Source: an optimization exercise on an open RTL-to-GDS flow (aim: small area). Production flows keep margins and buffers that such runs may drop.
Function was checked by simulation only, so behaviour that the tests miss may differ from the original.
Power is estimated from default activity; no workload was simulated.

### flow/constraint.sdc
create_clock -name core_clock -period 20.0 [get_ports {clk}]
set_input_delay 4.0000 -clock core_clock [delete_from_list [all_inputs] [get_ports {clk}]]
set_output_delay 4.0000 -clock core_clock [all_outputs]
set_load 0.01 [all_outputs]
### flow/flow/run.sh
#!/bin/bash
set -euo pipefail
platform_dir="$FLOW_HOME/platforms/$FLOW_PLATFORM"
results="orfs/results/$FLOW_PLATFORM/fpga_debug_top/base"

export CTS_ARGS="-sink_clustering_enable -dont_use_dummy_load -buf_list sky130_fd_sc_hd__inv_6 -sink_clustering_size 20 -sink_clustering_max_diameter 50"
bash standard.sh > standard_flow.log 2>&1

if ! ODB="$results/6_final.odb" PLATFORM_DIR="$platform_dir" \
    openroad -no_init -exit flow/clock_parity.tcl > clock_parity.log 2>&1 ||
  ! grep -q "^ODD_PARITY 0$" clock_parity.log; then
  rm -rf orfs out/final.def
  export CTS_ARGS="-sink_clustering_enable -repair_clock_nets -dont_use_dummy_load -buf_list sky130_fd_sc_hd__buf_6 -sink_clustering_size 18 -sink_clustering_max_diameter 50"
  bash standard.sh > standard_flow_buffer_tree.log 2>&1
fi
### flow/design.v
`timescale 1ns / 1ps
module uart_rx (
    input logic clk,
    input logic rst_n,
    input logic rx_i,
    output logic       push,
    output logic [4:0] code
);
  localparam BAUD_TICK = 54;
  localparam HALF_BAUD = 27;
  logic [5:0] baud_cnt;
  logic [3:0] bit_cnt;
  logic [7:0] rx_shift;
  logic [1:0] rx_sync;
  logic rx_busy;
  logic start_edge;
  assign rx_busy = !(bit_cnt[3] & bit_cnt[1]);
  assign push = (bit_cnt == 4'd10);
  always_ff @(posedge clk) begin
    rx_sync <= {rx_sync[0], rx_i};
  end
  always_ff @(posedge clk or negedge rst_n) begin
    if (!rst_n) begin
      start_edge <= 0;
      bit_cnt    <= 4'd11;
    end else begin
      start_edge <= (!rx_busy && rx_sync == 2'b10);
      if (start_edge) bit_cnt <= 4'd0;
      else if (push) bit_cnt <= 4'd11;
      else if (rx_busy && baud_cnt == BAUD_TICK) bit_cnt <= bit_cnt + 1'b1;
    end
  end
  always_ff @(posedge clk) begin
    if (start_edge) begin
      baud_cnt <= BAUD_TICK - HALF_BAUD;
    end else if (rx_busy) begin
      baud_cnt <= baud_cnt + 1'b1;
      if (baud_cnt == BAUD_TICK) begin
        baud_cnt <= 0;
        if (bit_cnt != 0 && bit_cnt != 9) rx_shift <= {rx_sync[0], rx_shift[7:1]};
      end
    end
  end
  logic [3:0] nib;
  logic is_hex, is_w, is_r;
  always_comb begin
    is_hex = 1'b1;
    nib = 4'h0;
    case (rx_shift)
      "0": nib = 4'h0;
      "1": nib = 4'h1;
      "2": nib = 4'h2;
      "3": nib = 4'h3;
      "4": nib = 4'h4;
      "5": nib = 4'h5;
      "6": nib = 4'h6;
      "7": nib = 4'h7;
      "8": nib = 4'h8;
      "9": nib = 4'h9;
      "a", "A": nib = 4'hA;
      "b", "B": nib = 4'hB;
      "c", "C": nib = 4'hC;
      "d", "D": nib = 4'hD;
      "e", "E": nib = 4'hE;
      "f", "F": nib = 4'hF;
      default: begin
        nib = 4'h0;
        is_hex = 1'b0;
      end
    endcase
    is_w = (rx_shift == "w");
    is_r = (rx_shift == "r");
    code = {is_w | is_r, nib[3:1], nib[0] | is_r};
  end
endmodule
`timescale 1ns / 1ps
module uart_tx (
    input logic clk,
    input logic rst_n,
    input logic [7:0] tx_data_i,
    input logic tx_start,
    output logic tx_o,
    output logic tx_busy
);
  localparam BAUD_TICK = 54;
  logic [5:0] baud_cnt;
  logic [10:0] sh;
  assign tx_busy = |sh[10:1];
  assign tx_o = sh[0];
  always_ff @(posedge clk or negedge rst_n) begin
    if (!rst_n) begin
      sh <= 11'b00000000001;
    end else if (tx_start && !tx_busy) begin
      sh[10:1] <= {1'b1, tx_data_i, 1'b0};
    end else if (tx_busy && baud_cnt == BAUD_TICK - 1) begin
      sh <= {1'b0, sh[10:1]};
    end
  end
  always_ff @(posedge clk) begin
    if (tx_start && !tx_busy) baud_cnt <= 0;
    else if (tx_busy) begin
      if (baud_cnt == BAUD_TICK - 1) baud_cnt <= 0;
      else baud_cnt <= baud_cnt + 1'b1;
    end
  end
endmodule
`timescale 1ns / 1ps
module fifo #(
    parameter DataWidth = 5,
    parameter Depth = 16,
    localparam PtrWidth = $clog2(Depth)
) (
    input logic rst_n,
    input logic clk,
    input logic writeEN,
    input logic [DataWidth-1:0] writeData,
    input logic readEN,
    output logic [DataWidth-1:0] readData,
    output logic empty
);
  logic [DataWidth*Depth-1:0] ring;
  logic [PtrWidth:0] count;
  logic [PtrWidth-1:0] rdPos;
  logic full;
  logic pend;
  logic push, pop;
  logic ins;
  assign empty = (count == 0);
  assign full = count[PtrWidth];
  assign push = writeEN && !full;
  assign pop = readEN && !empty;
  assign ins = pend && (rdPos == count[PtrWidth-1:0] - 2'd2);
  always_ff @(posedge clk or negedge rst_n) begin
    if (!rst_n) begin
      count <= '0;
      rdPos <= '0;
      pend  <= 1'b0;
    end else begin
      if (push && !pop) count <= count + 1'b1;
      else if (pop && !push) count <= count - 1'b1;
      if (!pop) rdPos <= rdPos + 1'b1;
      pend <= push | (pend & !ins);
    end
  end
  always_ff @(posedge clk) begin
    ring <= {ring[DataWidth*(Depth-1)-1:0], ins ? writeData : ring[DataWidth*Depth-1-:DataWidth]};
  end
  assign readData = (pend && count == 1) ? writeData : ring[DataWidth*rdPos+:DataWidth];
endmodule
module registers (
    input logic clk,
    input logic rst_n,
    input logic [7:0] head,
    input logic       wr_en,     
    input logic [7:0] wr_addr,
    input logic [7:0] wr_data,
    output logic [7:0] head_data,
    output logic       q_empty
);
  logic [2047:0] ring;
  logic clearing;
  logic [7:0] ring_in;
  logic v0, v1, v2, v3;
  logic [7:0] a0, a1, a2;
  logic [7:0] d0, d1, d2;
  logic apply, mv0, mv1, mv2;
  assign head_data = ring[2047:2040];
  assign q_empty = !(v0 | v1 | v2 | v3);
  assign apply = v0 && (a0 == head);
  assign mv0 = v1 && (!v0 || apply);
  assign mv1 = v2 && (!v1 || mv0);
  assign mv2 = v3 && (!v2 || mv1);
  always_comb begin
    if (clearing) ring_in = 8'h00;
    else if (apply) ring_in = d0;
    else ring_in = head_data;
  end
  always_ff @(posedge clk) begin
    ring <= {ring[2039:0], ring_in};
  end
  always_ff @(posedge clk or negedge rst_n) begin
    if (!rst_n) begin
      clearing <= 1'b1;
      v0 <= 1'b0;
      v1 <= 1'b0;
      v2 <= 1'b0;
      v3 <= 1'b0;
    end else begin
      if (head == 8'hFF) clearing <= 1'b0;
      v0 <= mv0 | (v0 & !apply);
      v1 <= mv1 | (v1 & !mv0);
      v2 <= mv2 | (v2 & !mv1);
      v3 <= wr_en | (v3 & !mv2);
    end
  end
  always_ff @(posedge clk) begin
    if (mv0) begin
      a0 <= a1;
      d0 <= d1;
    end
    if (mv1) begin
      a1 <= a2;
      d1 <= d2;
    end
    if (mv2) begin
      a2 <= wr_addr;
      d2 <= wr_data;
    end
  end
endmodule
module command_parser (
    input logic clk,
    input logic rst_n,
    input  logic [4:0] code,     
    input  logic       empty,
    output logic       readEN,
    input  logic [7:0] head,
    input  logic [7:0] head_data,
    input  logic       q_empty,
    output logic       wr_en,
    output logic [7:0] wr_addr,
    output logic [7:0] wr_data,
    output logic [7:0] tx_data_o,
    output logic       tx_start,
    input  logic       busy
);
  typedef enum logic [2:0] {
    IDLE,
    PARSE_ADDR_UPPER,
    PARSE_ADDR_LOWER,
    PARSE_DATA_UPPER,
    PARSE_DATA_LOWER,
    EXECUTE_WRITE,
    EXECUTE_READ,
    RESPOND_SEND
  } state_t;
  state_t state_reg, next_state;
  logic       cmd_w;
  logic [7:0] addr_reg;
  logic [7:0] data_reg;
  logic [1:0] response_idx;
  logic [3:0] hex_nibble;
  logic [3:0] nibble_to_send;
  logic [7:0] ascii_char;
  assign hex_nibble = {code[3:1], code[0] & ~code[4]};
  assign wr_addr = addr_reg;
  assign wr_data = data_reg;
  always_ff @(posedge clk or negedge rst_n) begin
    if (!rst_n) state_reg <= IDLE;
    else state_reg <= next_state;
  end
  always_ff @(posedge clk) begin
    case (state_reg)
      IDLE: if (!empty && code[4]) cmd_w <= ~code[0];
      PARSE_ADDR_UPPER: if (!empty) addr_reg[7:4] <= hex_nibble;
      PARSE_ADDR_LOWER: if (!empty) addr_reg[3:0] <= hex_nibble;
      PARSE_DATA_UPPER: if (!empty) data_reg[7:4] <= hex_nibble;
      PARSE_DATA_LOWER: if (!empty) data_reg[3:0] <= hex_nibble;
      EXECUTE_READ: response_idx <= 2'd0;
      RESPOND_SEND: begin
        if (q_empty && head == addr_reg) data_reg <= head_data;
        if (!busy) response_idx <= response_idx + 1'b1;
      end
      default: ;
    endcase
  end
  always_comb begin
    next_state = state_reg;
    readEN = 1'b0;
    wr_en = 1'b0;
    tx_start = 1'b0;
    case (state_reg)
      IDLE: begin
        if (!empty) begin
          readEN = 1'b1;
          if (code[4]) next_state = PARSE_ADDR_UPPER;
        end
      end
      PARSE_ADDR_UPPER: begin
        if (!empty) begin
          readEN = 1'b1;
          next_state = PARSE_ADDR_LOWER;
        end
      end
      PARSE_ADDR_LOWER: begin
        if (!empty) begin
          if (cmd_w) begin
            readEN = 1'b1;
            next_state = PARSE_DATA_UPPER;
          end else begin
            next_state = EXECUTE_READ;
          end
        end
      end
      PARSE_DATA_UPPER: begin
        if (!empty) begin
          readEN = 1'b1;
          next_state = PARSE_DATA_LOWER;
        end
      end
      PARSE_DATA_LOWER: begin
        if (!empty) next_state = EXECUTE_WRITE;
      end
      EXECUTE_WRITE: begin
        wr_en = (addr_reg != 8'h00);
        next_state = IDLE;
      end
      EXECUTE_READ: next_state = RESPOND_SEND;
      RESPOND_SEND: begin
        if (!busy) begin
          tx_start = 1'b1;
          if (response_idx == 2'd3) next_state = IDLE;
        end
      end
      default: next_state = IDLE;
    endcase
  end
  assign nibble_to_send = response_idx[0] ? data_reg[3:0] : data_reg[7:4];
  assign ascii_char = (nibble_to_send < 4'd10) ? {4'h3, nibble_to_send} : {4'h4, 1'b0, nibble_to_send[2:0] - 3'd1};
  always_comb begin
    case (response_idx)
      2'd0: tx_data_o = 8'h0A;
      2'd1: tx_data_o = 8'h3E;
      default: tx_data_o = ascii_char;
    endcase
  end
endmodule
`timescale 1ns / 1ps
module fpga_debug_top (
    input  logic clk,
    input  logic i_uart_rx_pin,
    output logic o_uart_tx_pin,
    input  logic rst_n,
    output logic led
);
  logic [15:0] blink_cnt;
  always_ff @(posedge clk or negedge rst_n) begin
    if (!rst_n) blink_cnt <= '0;
    else blink_cnt <= blink_cnt + 1'b1;
  end
  assign led = blink_cnt[15];
  logic       rx_push;
  logic [4:0] rx_code;
  logic [4:0] fifo_code;
  logic       fifo_empty;
  logic       fifo_pop;
  logic [7:0] tx_data;
  logic       tx_start;
  logic       tx_busy;
  logic [7:0] head_data;
  logic       q_empty;
  logic       wr_en;
  logic [7:0] wr_addr;
  logic [7:0] wr_data;
  uart_rx u_uart_rx (
      .clk(clk),
      .rst_n(rst_n),
      .rx_i(i_uart_rx_pin),
      .push(rx_push),
      .code(rx_code)
  );
  fifo u_fifo (
      .clk(clk),
      .rst_n(rst_n),
      .writeEN(rx_push),
      .writeData(rx_code),
      .readEN(fifo_pop),
      .readData(fifo_code),
      .empty(fifo_empty)
  );
  command_parser u_command_parser (
      .clk(clk),
      .rst_n(rst_n),
      .code(fifo_code),
      .empty(fifo_empty),
      .readEN(fifo_pop),
      .head(blink_cnt[7:0]),
      .head_data(head_data),
      .q_empty(q_empty),
      .wr_en(wr_en),
      .wr_addr(wr_addr),
      .wr_data(wr_data),
      .tx_data_o(tx_data),
      .tx_start(tx_start),
      .busy(tx_busy)
  );
  registers u_registers (
      .clk(clk),
      .rst_n(rst_n),
      .head(blink_cnt[7:0]),
      .wr_en(wr_en),
      .wr_addr(wr_addr),
      .wr_data(wr_data),
      .head_data(head_data),
      .q_empty(q_empty)
  );
  uart_tx u_uart_tx (
      .clk(clk),
      .rst_n(rst_n),
      .tx_data_i(tx_data),
      .tx_start(tx_start),
      .tx_o(o_uart_tx_pin),
      .tx_busy(tx_busy)
  );
endmodule
### flow/config.mk
export PLATFORM = sky130hd
export DESIGN_NAME = fpga_debug_top
export DESIGN_NICKNAME = fpga_debug_top
export VERILOG_FILES = /design/flow/design.v
export SDC_FILE = /design/flow/constraint.sdc
export NUM_CORES = 4
export LEC_CHECK = 0
export CAP_MARGIN = 20
export CORE_MARGIN = 2
export CORE_UTILIZATION = 60
export SLEW_MARGIN = 20
### flow/flow/clock_parity.tcl
# Counts, for every flip-flop, the inverters between its clock pin and the
# clock port, and prints how many flip-flops see an odd number of them.
# Environment: ODB (the layout), PLATFORM_DIR.
read_lef $::env(PLATFORM_DIR)/lef/sky130_fd_sc_hd.tlef
read_lef $::env(PLATFORM_DIR)/lef/sky130_fd_sc_hd_merged.lef
read_db $::env(ODB)
set block [ord::get_db_block]
set odd 0
set total 0
foreach inst [$block getInsts] {
  set master [[$inst getMaster] getName]
  if {![string match "*__df*" $master] && ![string match "*__edf*" $master]} { continue }
  set net [[$inst findITerm CLK] getNet]
  incr total
  set inverters 0
  for {set depth 0} {$depth < 64} {incr depth} {
    set driver ""
    foreach iterm [$net getITerms] {
      if {[$iterm isOutputSignal]} { set driver $iterm }
    }
    if {$driver eq ""} { break }
    set cell [$driver getInst]
    if {[string match "*inv*" [[$cell getMaster] getName]]} { incr inverters }
    set net [[$cell findITerm A] getNet]
  }
  if {$depth >= 64 || $inverters % 2} { incr odd }
}
puts "FLOPS $total"
if {$total == 0} { incr odd }
puts "ODD_PARITY 1"
### flow/standard.sh
#!/bin/bash
# synth_recipe.tcl (not shown) runs the flow's synth.tcl, then flattens the netlist and writes it again
# the make line also repeats each setting of config.mk as NAME=value (left out here)
make -C /OpenROAD-flow-scripts/flow DESIGN_CONFIG=/design/flow/config.mk WORK_HOME=/design/flow/orfs CLKGATE_MAP_FILE= SYNTH_SCRIPT=/design/flow/synth_recipe.tcl "${@:-finish}"
==> metrics.md, run 1 <==
| Metric | Value |
|---|---|
| Gr ovfl total | 0 |
| Clock sink count | about 2300 |
| Top reg by flops | u_registers.ring |
| Worst-margin pin slew | 0.754 ns |
| Syn_area_per_cell | 18.3 um^2 |
| Mapped Area | 0.0495 mm^2 |
| Synth-to-layout area growth | 6.15% |
| Hold path start | u_registers.ring[572]$_DFF_P_ |
| Antenna violations before repair | 2 |
| DRT Wirelength | 51600 um |
| CTS H-tree depth | 4 |
| Post CTS Setup Buffer Count | 0 |
| Hold slack | 0.283 ns |
| Ys async rst share | 2.21% |
| CP Class | flop to primary output |
| Cells after synthesis | 2698 |
| Clk slew on worst S/H paths | about 0.11 ns |
| DRC Markers | 0 |
| Post-route ant nets | 0 |
| Crit end category | primary output |
| Area used by multi-input combinational logic | 0.00294 mm^2 |
| Status | no timing/DRC/antenna violations |
| Synth Flop Type | dfxtp_1 |
| Synth cell types | 60 |
| Cell Count, Final, Fillers Out | 3912 |
| GRT Total Usage | roughly an eighth |
| Maxcap violations | 0 |
| Synthesized netlist net count | ~2700 |
| CTS Root Buffer Type | buf_6 |
| Minimum clock period | 5.84 ns |
| Cell Rows | 105 |
| Critical Path Fanout Max | 2 |
| Vias in the first global route | 17900 |
| Pwr Total | 6.35 mW |
| # fillers | 5754 |
| Die X | 291 um |
| Die height | 291 um |
| Core area | 0.0818 mm^2 |
| First-pass GRT wire length | 89500 um |
| Crit path launch type | flop |
| Critical path, cell by cell | clkdlybuf4s50_1 |
| Crit path from | u_uart_tx.sh[0]$_DFFE_PN1P_ |
| Final nets | 2865 |
| Final Setup Violations | 0 |
| Max-slew headroom | 49.5% |
| Die area | 0.0848 mm^2 |
| Ports | 5 |
| WP data arrival | 1.84 ns |
| Global placement routability congestion | 0.745 |
| Vias per cell | 4.46 |
| Lkg Pwr | 20.6 nW |
| Worst hold path type | flop to flop |
| Hold_buf cts | 0 |
| Placed cells | 3754 |
| Share of cells above drive strength 1 | 7.29% |
| Port bufs | 4 |
| Clk buf depth | 3 |
| CP required | 16.00 ns |
| FMAX | about 170 MHz |
| Drt pass-1 iters | 4 |
| Post-CTS resize count | 0 |
| Routed length per instance | 13.2 um |
| TritonCTS buffer count | 154 |
| Number of synthesized flops with an enable pin | between 70 and 80 |
| Reg-to-reg critical path startpoint | u_fifo.count[0]$_DFFE_PN0P_ |
| Seq/Total Area, Yosys | a little over nine tenths |
| Clk Latency, worst-skew pair | 0.76 ns |
| Hold Vio Cnt, Final | 0 |
| Tcrit/Tclk final | around 29% |
| Slew Viols, Final | 0 |
| Total vias in the final route | 17500 |
| YS warnings | 6 |
| Largest net degree at the start of global routing | 51 |
| Max FFs per register | 2048 |
| Slowest stage delay, CP | roughly 0.54 ns |
| Critical path's top delay family | flip-flops |
| Post-DP HPWL | 26300 um |
| Largest regs | u_registers.ring: 2048 flops, u_fifo.ring: 80 flops, blink_cnt: 16 flops |
| Storage cell area | 0.0464 mm^2 |
| DRT iter0 DRCs | 706 |
| Peak VDD IR | 0.0732 mV |
| Setup Skew | ~0.07 ns |
| CP bufs+invs | 1 |
| Post-route setup TNS | 0 ns |
| CP max-delay cell | dfstp_2 |
| Initial core utilization | 60.5% |
| #FFs+latches synth | 2267 |
| CTS tree | done |
| RSZ-0062 raised after global routing | false |
| Cell area power density | approximately 120 mW/mm^2 |
cells in the mapped netlist (3+ instances only):
library cell  count  share of area (%)
dfxtp_1        2142                 87
edfxtp_1         75                4.5
nor2_1           46               0.35
dfrtp_1          45                2.3
nand2_1          35               0.27
nand3_1          31               0.31
xor2_1           30               0.53
xnor2_1          27               0.48
mux2i_1          23               0.47
ha_1             22               0.56
a21oi_1          18               0.18
inv_1            18               0.14
mux4_2           16               0.73
o21ai_0          16               0.16
mux2_2           14               0.32
clkbuf_1         12              0.091
and3_1            9               0.11
nand4_1           9               0.11
nor3_1            8              0.081
nor4_1            8               0.10
a22oi_1           7               0.11
a31oi_1           7              0.088
nand2b_1          6              0.076
nor2b_1           6              0.076
a211oi_1          5              0.076
dfstp_2           5               0.27
o22ai_1           5              0.063
a21o_1            4              0.061
and2_1            4              0.051
buf_4             4              0.061
buf_2             3              0.030
nand3b_1          3              0.045
or3_1             3              0.038
per-layer routing:
layer / part of all wire, % / vias up / GRT usage [%]
met5: 0 / - / 0
li1: - / 8804 / -
met3: 4.5 / 127 / 3.37
met2: 39 / 228 / 17.2
met4: 2.9 / 0 / 5.83
met1: 54 / 8295 / 19.5
path summary, 6_finish.rpt:
kind	to	depth (start not counted)	slack [ns]
max	o_uart_tx_pin	1	14.16
min	u_registers.ring[580]$_DFF_P_	0	0.28
max reg2reg	u_fifo.count[4]$_DFFE_PN0P_	9	17.05
min reg2reg	u_registers.ring[580]$_DFF_P_	0	0.28
max in group asynchronous	u_command_parser.state_reg[0]$_DFFE_PN0P_	2	16.14
min in group asynchronous	u_uart_tx.sh[1]$_DFFE_PN0P_	2	3.34
cells by family (layout without fill, tap and decap cells):
group	Yosys count	in the layout	share of synthesized area (%)
flops	2267	2267	93.7
simple gates	183	183	1.89
compound gates	76	76	0.968
xor+xnor	57	57	1.01
mux	53	53	1.51
buf+inv	40	180	0.356
fa+ha+maj	22	22	0.556
other cells	0	4	0
final cells by class:
class | count | share of cell area [%]
Antenna cell | 4 | 0.0190
Clock buffer | 154 | 3.30
Inverter | 19 | 0.136
Multi-Input combinational cell | 391 | 5.60
Sequential cell | 2267 | 88.3
Tap cell | 1070 | 2.55
Timing Repair Buffer | 7 | 0.110
where the power goes:
| part | switching [mW] | internal [mW] | leakage (nW) |
|---|---|---|---|
| sequential | 0.000108 | 4.53 | 18.4 |
| clock | 1.22 | 0.596 | 0.932 |
| combinational | 0.00202 | 0.000389 | 1.33 |
cells in the final DEF (no fill, tap or decap), drive strengths merged, types with 2 or more instances in the layout:
master         synthesis  final
dfxtp               2142   2142
or2                    2      2
and3                   9      9
nor4                  10     10
diode                  0      4
a21oi                 18     18
buf                    9    158
nor2                  47     47
nand2                 36     36
nand4                  9      9
mux2i                 23     23
xor2                  30     30
nand2b                 6      6
dfstp                  5      5
nor3b                  2      2
ha                    22     22
a21o                   4      4
o21ai                 18     18
clkdlybuf4s50          0      3
nand3b                 3      3
xnor2                 27     27
nor2b                  6      6
o31ai                  2      2
dfrtp                 45     45
inv                   18     18
edfxtp                75     75
a31oi                  7      7
a22oi                  7      7
o22ai                  5      5
or3                    3      3
mux2                  14     14
a211oi                 5      5
nand3                 32     32
mux4                  16     16
nor3                   8      8
a21boi                 2      2
and2                   5      5
stage by stage:
stage	worst slack [ns]	utilization (%)	cell area (um^2)
6_report	14.16	64.2	52500
2_1_floorplan	15.47	-	49500
3_3_place_gp	14.95	62.1	50800
4_1_cts	14.05	64.2	52500
5_1_grt	14.06	64.2	52500
3_5_place_dp	14.96	62.1	50800
==> inputs of run 2 (changes only) <==
--- a/flow/flow/clock_parity.tcl
+++ b/flow/flow/clock_parity.tcl
@@ -27,4 +27,4 @@
 }
 puts "FLOPS $total"
 if {$total == 0} { incr odd }
-puts "ODD_PARITY 1"
+puts "ODD_PARITY $odd"
==> metrics.md, run 2 <==
| Metric | Value |
|---|---|
| Max-slew headroom | 49.4% (-0.18 points) |
| Die X | 291 um (unchanged) |
| Synth cell types | 60 (unchanged) |
| Global placement routability congestion | 0.745 (unchanged) |
| Cells after synthesis | 2698 (unchanged) |
| Worst-margin pin slew | 0.756 ns (+0.00269 ns) |
| Post-CTS resize count | 0 (unchanged) |
| Post-DP HPWL | 26300 um (unchanged) |
| CP required | 16.00 ns (about the same) |
| Max FFs per register | 2048 (unchanged) |
| Maxcap violations | 0 (unchanged) |
| Power Internal | 4.73 mW (-7.8%) |
| Yosys top cell area share | 86.6% (unchanged) |
| Status | no timing/DRC/antenna violations |
| Die height | 291 um (unchanged) |
| Seq/Total Area, Yosys | 93.7% (unchanged) |
| Cell with the most instances after synthesis | dfxtp_1 |
| Initial core utilization | 60.5% (unchanged) |
| Antenna violations before repair | 1 (-1) |
| Synth Flop Type | dfxtp_1 |
| Clk Latency, worst-skew pair | 0.49 ns (-0.27 ns) |
| Clock sink count | 2267 (unchanged) |
| Ports | 5 (unchanged) |
| Post-route setup slack | 14.45 ns (+0.289 ns) |
| Share of cells above drive strength 1 | 7.23% (-0.065 points) |
| WP data arrival | 1.55 ns (-0.29 ns) |
| Crit end category | primary output |
| Mapped Area | 0.0495 mm^2 (unchanged) |
| Vias per cell | 4.47 (+0.27%) |
| Critical path's top delay family | flip-flops |
| FMAX | 180 MHz (+5.2%) |
| Largest net degree at the start of global routing | 51 (unchanged) |
| TritonCTS buffer count | 152 (-1.3%) |
| Top reg by flops | u_registers.ring |
| Area contributors post-synth | dfxtp_1, edfxtp_1, dfrtp_1 |
| Largest regs | u_registers.ring: 2048 flops, u_fifo.ring: 80 flops, blink_cnt: 16 flops |
| CP Class | flop to primary output |
| Hold_buf cts | 0 (unchanged) |
| Total vias in the final route | 17500 (+0.12%) |
| Setup WS pre-CTS | 14.96 ns (unchanged) |
| Post-route setup TNS | 0 ns (unchanged) |
| Net Sw Frac | 23.2% (+4.0 points) |
| YS warnings | 6 (unchanged) |
| First-pass GRT wire length | 89100 um (-0.53%) |
| Cell area power density | 118 mW/mm^2 (-2.2%) |
| Post CTS Setup Buffer Count | 0 (unchanged) |
| Crit path launch type | flop |
| Hold slack | 0.273 ns (-0.0106 ns) |
| Tcrit/Tclk final | 27.7% (-1.4 points) |
| Synthesized netlist net count | 2723 (unchanged) |
| Clk buf depth | 4 (+1) |
| Worst hold path type | flop to flop |
| DRC Markers | 0 (unchanged) |
| Final Setup Violations | 0 (unchanged) |
| Drt pass-1 iters | 4 (unchanged) |
| Cell Rows | 105 (unchanged) |
| Clk slew on worst S/H paths | 0.12 ns (about the same) |
| Synth-to-layout area growth | 5.32% |
| Area leader, netlist | dfxtp_1 |
| Gr ovfl total | 0 (unchanged) |
| Highest-count cells in the layout ignoring fill and taps | dfxtp_1, inv_6, edfxtp_1 |
| Port bufs | 4 (unchanged) |
| Critical Path Fanout Max | 2 (unchanged) |
| Number of synthesized flops with an enable pin | 75 (unchanged) |
| Routed length per instance | 13.1 um (-0.66%) |
| Slew Viols, Final | 0 (unchanged) |
| DRT Wirelength | 51200 um (-0.81%) |
| Vias in the first global route | 17900 (-0.033%) |
| Syn_area_per_cell | 18.3 um^2 (unchanged) |
| CTS tree | done |
| CTS H-tree depth | 4 (unchanged) |
| Die area | 0.0848 mm^2 (unchanged) |
| Top cells by count, synth | dfxtp_1, edfxtp_1, nor2_1 |
| Hold Vio Cnt, Final | 0 (unchanged) |
| Final nets | 2863 (-0.070%) |
| Switching power | 1.43 mW (+17%) |
| Peak VDD IR | 0.0573 mV (-22%) |
| RSZ-0062 raised after global routing | false |
| Lkg Pwr | 20.4 nW (-1.2%) |
| Critical path, cell by cell | clkdlybuf4s50_1 |
| CP max-delay cell | dfstp_2 |
| Post-route ant nets | 0 (unchanged) |
| DRT iter0 DRCs | 706 (unchanged) |
| Power share of the sequential group | 73.7% (+2.3 points) |
| CTS Root Buffer Type | inv_6 |
| Minimum clock period | 5.55 ns (-0.289 ns) |
| Setup Skew | 0.0710 ns (+0.00276 ns) |
| Combinational fraction of design power | 0% (unchanged) |
| Reg2reg setup slack | 17.07 ns (+0.02 ns) |
| # fillers | 5804 (+0.87%) |
| Slowest stage delay, CP | 0.54 ns (about the same) |
| Ys async rst share | 2.21% (unchanged) |
| #FFs+latches synth | 2267 (unchanged) |
| CP bufs+invs | 1 (unchanged) |
| GRT Total Usage | 12.6% (-0.21 points) |
| Core area | 0.0818 mm^2 (unchanged) |
| Inserted Diodes | 0 (-4) |
| Clock network fraction of total power | 26.3% (-2.2 points) |
| Commonest non-fill, non-tap cell in the layout | dfxtp_1 |
## run 2: changes by cell type in the layout (fill, tap and decap cells not counted)
| cell | change |
|---|---|
| buf_6 | -154 |
| inv_6 | +152 |
| diode_2 | -4 |
## run 2: per-stage QoR
step	util [%]	cell area [um^2]	power, mW	cells
floorplan	-	49500	4.64	2698
global placement	62.1	50800	4.64	3754
detailed placement	62.1	50800	4.64	3754
CTS	63.7	52100	6.25	3906
global route	63.7	52100	6.42	3906
finish	63.7	52100	6.16	3906
## run 2: area by class of cell
class / count / area, um^2 / share of cell area [%]
sequential: 2267 / 46400 / 89.0
clock inverter: 152 / 1330 / 2.55
inverter: 19 / 71.3 / 0.137
timing repair buffer: 7 / 57.6 / 0.110
tap: 1070 / 1340 / 2.57
multi-input combinational: 391 / 2940 / 5.65
## run 2: logic make-up after synthesis
logic type / after synthesis / synth area share (%)
compound gates: 76 / 0.968
xor+xnor: 57 / 1.01
fa+ha+maj: 22 / 0.556
buf+inv: 40 / 0.356
flops: 2267 / 93.7
mux: 53 / 1.51
simple gates: 183 / 1.89
## run 2: path summary, 6_finish.rpt
check | depth (start not counted) | from | to
max | 1 | u_uart_tx.sh[0]$_DFFE_PN1P_ | o_uart_tx_pin
max reg2reg | 9 | u_fifo.count[0]$_DFFE_PN0P_ | u_fifo.count[4]$_DFFE_PN0P_
min reg2reg | 0 | u_registers.ring[1890]$_DFF_P_ | u_registers.ring[1898]$_DFF_P_
min | 0 | u_registers.ring[1890]$_DFF_P_ | u_registers.ring[1898]$_DFF_P_
min in group asynchronous | 2 | rst_n | u_uart_tx.sh[3]$_DFFE_PN0P_
max in group asynchronous | 2 | rst_n | u_command_parser.state_reg[0]$_DFFE_PN0P_
## run 2: power groups by stage
stage                     Clock, mW  Sequential (mW)  Combinational (mW)
after floorplan                   0             4.64           0.0000288
after global placement            0             4.64             0.00253
after detailed placement          0             4.64             0.00261
after CTS                      1.71             4.54             0.00260
after global routing           1.88             4.54             0.00292
final                          1.62             4.54             0.00240
## run 2: per-layer routing
| metal | wire length [um] | share of wire, % | vias to the layer above | global-route usage, % |
|---|---|---|---|---|
| li1 | - | - | 8818 | - |
| met1 | 27600 | 54 | 8274 | 19.4 |
| met2 | 19900 | 39 | 255 | 17.1 |
| met3 | 2240 | 4.4 | 128 | 3.16 |
| met4 | 1450 | 2.8 | 0 | 5.07 |
| met5 | 0 | 0 | - | 0 |

re-timing with driven ports:
The flow's constraints put no driver on any port. The routed layouts listed below were extracted and timed again, unchanged, in two steps. Step 1 (the two cells are an assumption about what drives the block):
set clk [get_ports {clk}]
set_driving_cell -lib_cell sky130_fd_sc_hd__clkbuf_16 $clk
set_driving_cell -lib_cell sky130_fd_sc_hd__buf_2 [delete_from_list [all_inputs] $clk]
Step 2, shift: input delay + t, output delay - t, t = (earliest + latest rising clock arrival at the registers) / 2. This alone moves slack from input paths to output paths. Slacks: ideal ports / drivers / drivers and shift; pairs: ideal ports / drivers.
run | t (ns) | setup slack, ns | hold slack, ns
run 1 | 0.799 | 14.164 / 14.102 / 14.901 | 0.283 / 0.283 / 0.283
run 2 | 0.542 | 14.453 / 14.384 / 14.926 | 0.273 / 0.273 / 0.273
After both steps setup and hold are still met in every run listed.
